What follows belongs to an exercise in optimizing a design on an open flow for small area and a short achievable clock period; a production flow would make more cautious choices.
At most, simulation tests tie the RTL to the original design; equivalence was not proved.
No activity file was given, so power comes from the tool's default toggle rates.

==> flow/design.v <==
module spa_xor2(a, b, y);
    input a, b;
    output y;
    assign y = a ^ b;
endmodule
module spa_xnor2(a, b, y);
    input a, b;
    output y;
    assign y = ~(a ^ b);
endmodule
module spa_and2(a, b, y);
    input a, b;
    output y;
    assign y = a & b;
endmodule
module spa_and3(a, b, c, y);
    input a, b, c;
    output y;
    assign y = a & b & c;
endmodule
module spa_andn(a, b, y);
    input a, b;
    output y;
    assign y = a & ~b;
endmodule
module spa_nor2(a, b, y);
    input a, b;
    output y;
    assign y = ~(a | b);
endmodule
module spa_fa(a, b, c, s, co);
    input a, b, c;
    output s, co;
    assign s = a ^ b ^ c;
    assign co = (a & b) | (c & (a ^ b));
endmodule
module spa_a211o(a, b, c, d, y);
    input a, b, c, d;
    output y;
    assign y = a | b | (c & d);
endmodule
module spa_maj3(a, b, c, y);
    input a, b, c;
    output y;
    assign y = (a & b) | (c & (a | b));
endmodule
module spa_a222oi(a1, a2, b1, b2, c1, c2, y);
    input a1, a2, b1, b2, c1, c2;
    output y;
    assign y = ~((a1 & a2) | (b1 & b2) | (c1 & c2));
endmodule
module spa_mux2i(a0, a1, s, y);
    input a0, a1, s;
    output y;
    assign y = ~(s ? a1 : a0);
endmodule
module spa_mux2(a0, a1, s, y);
    input a0, a1, s;
    output y;
    assign y = s ? a1 : a0;
endmodule
module spa_o21ai(a1, a2, b1, y);
    input a1, a2, b1;
    output y;
    assign y = ~((a1 | a2) & b1);
endmodule
module spa_a22o(a1, a2, b1, b2, y);
    input a1, a2, b1, b2;
    output y;
    assign y = (a1 & a2) | (b1 & b2);
endmodule
module spa_lt4(m1, s1, m2, s2, y);
    input m1, s1, m2, s2;
    output y;
    wire w;
    spa_a22o  uw(.a1(m1), .a2(m2), .b1(s1), .b2(s2), .y(w));
    spa_o21ai uy(.a1(m1), .a2(m2), .b1(w), .y(y));
endmodule
module self_purging_full_adder(a, b, e, C, Cn, Jn, nG, nP, sum, en);
    input [5:0] a, b, e;
    input C, Cn;            
    input Jn;               
    output nG, nP, sum;     
    output [5:0] en;        
    wire [5:0] h, l, z, q, nm;
    wire [1:0] sh, mh, sl, ml, sz, mz, sp, mp;
    genvar k, g;
    generate
        for (k = 0; k < 6; k = k + 1) begin : m
            spa_and3  uh(.a(e[k]), .b(a[k]), .c(b[k]), .y(h[k]));
            spa_o21ai uq(.a1(a[k]), .a2(b[k]), .b1(e[k]), .y(q[k]));   
            spa_nor2  ul(.a(q[k]), .b(h[k]), .y(l[k]));
            spa_andn  uz(.a(e[k]), .b(l[k]), .y(z[k]));               
        end
        for (g = 0; g < 2; g = g + 1) begin : grp
            spa_fa fh(.a(h[3*g]), .b(h[3*g+1]), .c(h[3*g+2]), .s(sh[g]), .co(mh[g]));
            spa_fa fl(.a(l[3*g]), .b(l[3*g+1]), .c(l[3*g+2]), .s(sl[g]), .co(ml[g]));
            spa_fa fz(.a(z[3*g]), .b(z[3*g+1]), .c(z[3*g+2]), .s(sz[g]), .co(mz[g]));
            spa_xor2  ps(.a(sh[g]), .b(sl[g]), .y(sp[g]));
            spa_a211o pm(.a(mh[g]), .b(ml[g]), .c(sh[g]), .d(sl[g]), .y(mp[g]));
        end
    endgenerate
    wire nS0, nS1;
    spa_lt4 vg(.m1(mh[0]), .s1(sh[0]), .m2(mh[1]), .s2(sh[1]), .y(nG));
    spa_lt4 vp(.m1(mp[0]), .s1(sp[0]), .m2(mp[1]), .s2(sp[1]), .y(nP));
    spa_lt4 v0(.m1(ml[0]), .s1(sl[0]), .m2(ml[1]), .s2(sl[1]), .y(nS0));
    spa_lt4 v1(.m1(mz[0]), .s1(sz[0]), .m2(mz[1]), .s2(sz[1]), .y(nS1));
    spa_mux2i vs(.a0(nS0), .a1(nS1), .s(C), .y(sum));
    wire ne, cx, t0, t1, t2;
    spa_xor2 te(.a(sum), .b(C), .y(ne));
    spa_xor2 tc(.a(C), .b(Cn), .y(cx));
    spa_andn u2(.a(Cn), .b(ne), .y(t2));
    spa_nor2 u0(.a(ne), .b(Cn), .y(t0));
    spa_andn u1(.a(ne), .b(cx), .y(t1));
    generate
        for (k = 0; k < 6; k = k + 1) begin : sw
            spa_a222oi ua(.a1(t2), .a2(h[k]), .b1(t1), .b2(l[k]), .c1(t0), .c2(q[k]), .y(nm[k]));
            spa_mux2i  ue(.a0(Jn), .a1(nm[k]), .s(e[k]), .y(en[k]));
        end
    endgenerate
endmodule
module self_purging_adder(clk, in1, in2, cin, J, sum, cout);
    parameter W = 32;
    parameter N = 6;
    input clk, J;
    input [N*W-1:0] in1, in2;
    input [N-1:0] cin;
    output [W-1:0] sum;
    output cout;
    function th4;   
        input [5:0] v;
        reg [1:0] c1, c2;
        begin
            c1 = v[0] + v[1] + v[2];
            c2 = v[3] + v[4] + v[5];
            th4 = (c1[1] & c2[1]) | ((c1[1] | c2[1]) & c1[0] & c2[0]);
        end
    endfunction
    reg  [N*W-1:0] E;        
    wire [N*W-1:0] En;
    wire [W:0] C;            
    wire [W-1:0] G, P;
    wire Jn = ~J;
    genvar i, k, l;
    generate
        for (i = 0; i < W; i = i + 1) begin : bit_
            wire [N-1:0] a, b, e, en;
            for (k = 0; k < N; k = k + 1) begin : mod_
                assign a[k] = in1[k*W+i];
                assign b[k] = in2[k*W+i];
                assign e[k] = E[k*W+i];
                assign En[k*W+i] = en[k];
            end
            if (i == 0) begin : b0
                wire [N-1:0] s = a ^ b ^ cin;
                wire [N-1:0] co = (a & b) | (cin & (a ^ b));
                assign sum[0] = th4(e & s);
                assign G[0] = th4(e & co);
                assign P[0] = 1'b0;
                for (k = 0; k < N; k = k + 1) begin : m0
                    assign en[k] = e[k] ? ((s[k] == sum[0]) & (co[k] == C[1])) : J;
                end
            end else begin : bn
                wire nG, nP;
                assign G[i] = ~nG;
                assign P[i] = ~nP;
                self_purging_full_adder fa(.a(a), .b(b), .e(e), .C(C[i]), .Cn(C[i+1]),
                    .Jn(Jn), .nG(nG), .nP(nP), .sum(sum[i]), .en(en));
            end
        end
        wire [W-1:0] gg [0:5];
        wire [W-1:0] pp [0:5];
        assign gg[0] = G;
        assign pp[0] = P;
        for (l = 0; l < 5; l = l + 1) begin : lvl
            for (i = 0; i < W; i = i + 1) begin : col
                if ((i >> l) & 1) begin : cmb
                    localparam integer J0 = ((i >> l) << l) - 1;
                    assign gg[l+1][i] = gg[l][i] | (pp[l][i] & gg[l][J0]);
                    assign pp[l+1][i] = pp[l][i] & pp[l][J0];
                end else begin : pas
                    assign gg[l+1][i] = gg[l][i];
                    assign pp[l+1][i] = pp[l][i];
                end
            end
        end
    endgenerate
    assign C[0] = cin[0];
    assign C[W:1] = gg[5];
    assign cout = C[W];
    always @(posedge clk)
        E <= En;
endmodule
Settings: LEC_CHECK=0, CAP_MARGIN=20, CORE_MARGIN=2, CORE_UTILIZATION=60, SLEW_MARGIN=20, SYNTH_HIERARCHICAL=1, SYNTH_MINIMUM_KEEP_SIZE=0; clock period 110.0 ns.
standard.sh (not shown) runs the stock make flow with config.mk's settings and CLKGATE_MAP_FILE= SYNTH_SCRIPT=/design/flow/synth_recipe.tcl, a recipe that flattens the netlist after the stock synthesis.
==> flow/flow/run.sh <==
#!/bin/bash
# Standard ORFS layout (the standard.sh) with these changes:
#  - the port buffers that global placement puts on every input and output
#    are sky130 buf_1 cells instead of the default choice;
#  - right after floorplanning, every logic cell is set to the smallest
#    version of its function (downsize.tcl); the later repair steps size up
#    again where slew, load or timing need it;
#  - clock tree synthesis uses clkbuf_4/clkbuf_8 buffers and no dummy loads.
# Each step's full log is in orfs/logs/; make's own output is in
# standard_flow.log.
set -euo pipefail
here=$(pwd)
export BUFFER_PORTS_ARGS="-buffer_cell sky130_fd_sc_hd__buf_1"
export POST_FLOORPLAN_TCL="$here/flow/downsize.tcl"
export CTS_ARGS="-sink_clustering_enable -repair_clock_nets -dont_use_dummy_load -buf_list {sky130_fd_sc_hd__clkbuf_4 sky130_fd_sc_hd__clkbuf_8} -root_buf sky130_fd_sc_hd__clkbuf_8"
bash standard.sh "$@" > standard_flow.log 2>&1
Other scripts of this flow, unchanged in this note and not shown: flow/flow/downsize.tcl
Rerun with:
--- a/flow/design.v
+++ b/flow/design.v
@@ -73,17 +73,24 @@
     input m1, s1, m2, s2;
     output y;
     wire w;
     spa_a22o  uw(.a1(m1), .a2(m2), .b1(s1), .b2(s2), .y(w));
     spa_o21ai uy(.a1(m1), .a2(m2), .b1(w), .y(y));
 endmodule
-module self_purging_full_adder(a, b, e, C, Cn, Jn, nG, nP, sum, en);
+module spa_ge4n(m1, s1, m2, s2, y);
+    input m1, s1, m2, s2;
+    output y;
+    wire w;
+    spa_a211o uw(.a(s1), .b(s2), .c(m1), .d(m2), .y(w));
+    spa_o21ai uy(.a1(m1), .a2(m2), .b1(w), .y(y));
+endmodule
+module self_purging_full_adder(a, b, e, C, Cn, Jn, nG, P, sum, en);
     input [5:0] a, b, e;
     input C, Cn;            
     input Jn;               
-    output nG, nP, sum;     
+    output nG, P, sum;      
     output [5:0] en;        
     wire [5:0] h, l, z, q, nm;
     wire [1:0] sh, mh, sl, ml, sz, mz, sp, mp;
     genvar k, g;
     generate
         for (k = 0; k < 6; k = k + 1) begin : m
@@ -93,19 +100,18 @@
             spa_andn  uz(.a(e[k]), .b(l[k]), .y(z[k]));               
         end
         for (g = 0; g < 2; g = g + 1) begin : grp
             spa_fa fh(.a(h[3*g]), .b(h[3*g+1]), .c(h[3*g+2]), .s(sh[g]), .co(mh[g]));
             spa_fa fl(.a(l[3*g]), .b(l[3*g+1]), .c(l[3*g+2]), .s(sl[g]), .co(ml[g]));
             spa_fa fz(.a(z[3*g]), .b(z[3*g+1]), .c(z[3*g+2]), .s(sz[g]), .co(mz[g]));
-            spa_xor2  ps(.a(sh[g]), .b(sl[g]), .y(sp[g]));
-            spa_a211o pm(.a(mh[g]), .b(ml[g]), .c(sh[g]), .d(sl[g]), .y(mp[g]));
+            spa_fa fp(.a(q[3*g]), .b(q[3*g+1]), .c(q[3*g+2]), .s(sp[g]), .co(mp[g]));
         end
     endgenerate
     wire nS0, nS1;
     spa_lt4 vg(.m1(mh[0]), .s1(sh[0]), .m2(mh[1]), .s2(sh[1]), .y(nG));
-    spa_lt4 vp(.m1(mp[0]), .s1(sp[0]), .m2(mp[1]), .s2(sp[1]), .y(nP));
+    spa_ge4n vp(.m1(mp[0]), .s1(sp[0]), .m2(mp[1]), .s2(sp[1]), .y(P));
     spa_lt4 v0(.m1(ml[0]), .s1(sl[0]), .m2(ml[1]), .s2(sl[1]), .y(nS0));
     spa_lt4 v1(.m1(mz[0]), .s1(sz[0]), .m2(mz[1]), .s2(sz[1]), .y(nS1));
     spa_mux2i vs(.a0(nS0), .a1(nS1), .s(C), .y(sum));
     wire ne, cx, t0, t1, t2;
     spa_xor2 te(.a(sum), .b(C), .y(ne));
     spa_xor2 tc(.a(C), .b(Cn), .y(cx));
@@ -158,17 +164,16 @@
                 assign G[0] = th4(e & co);
                 assign P[0] = 1'b0;
                 for (k = 0; k < N; k = k + 1) begin : m0
                     assign en[k] = e[k] ? ((s[k] == sum[0]) & (co[k] == C[1])) : J;
                 end
             end else begin : bn
-                wire nG, nP;
+                wire nG;
                 assign G[i] = ~nG;
-                assign P[i] = ~nP;
                 self_purging_full_adder fa(.a(a), .b(b), .e(e), .C(C[i]), .Cn(C[i+1]),
-                    .Jn(Jn), .nG(nG), .nP(nP), .sum(sum[i]), .en(en));
+                    .Jn(Jn), .nG(nG), .P(P[i]), .sum(sum[i]), .en(en));
             end
         end
         wire [W-1:0] gg [0:5];
         wire [W-1:0] pp [0:5];
         assign gg[0] = G;
         assign pp[0] = P;
After rerunning: Clock skew went up by 0.0048 ns. Synthesized area went up by 1.2%. Setup slack is better by 0.34 ns. Wire length rises by about 4%. Cell count fell by 0.35%. Count of clock-buffer cells in the layout stays the same. Final area went up by 1.2%. Critical path depth falls by 4. Sequential share of layout area is lower by 0.20 points. Die area increases by 1.1%. Via count shrinks by about 2%. Total power fell by about 8%. Maximum frequency rose by about 0.7%.
Only the layout flow was run in the second run of this note; the RTL was not checked for function there.

[what the ideal ports hide]
Ports are ideal in the flow. The routed layouts listed here were re-timed in OpenROAD. Step 1 assumes that a clkbuf_16 drives the clock port and a buf_2 every other input. Step 2, shift: input delay + t, output delay - t, t = (earliest + latest rising clock arrival at the registers) / 2. This alone moves slack from input paths to output paths. Three values: ideal, step 1, step 2; two values: the first two.
run | t, ns | setup WS [ns] | hold slack, ns | worst slew at a driven data input, ns
the first run | 0.538 | 61.310 / 61.255 / 61.255 | 0.494 / 0.494 / 0.494 | 0.11
the second run | 0.559 | 61.646 / 61.622 / 61.622 | 0.493 / 0.493 / 0.493 | 0.13
After both steps setup and hold are still met in every run listed. For the first run, which loses most, drivers alone change the setup slack by -0.055 ns; drivers and shift together by -0.055 ns.
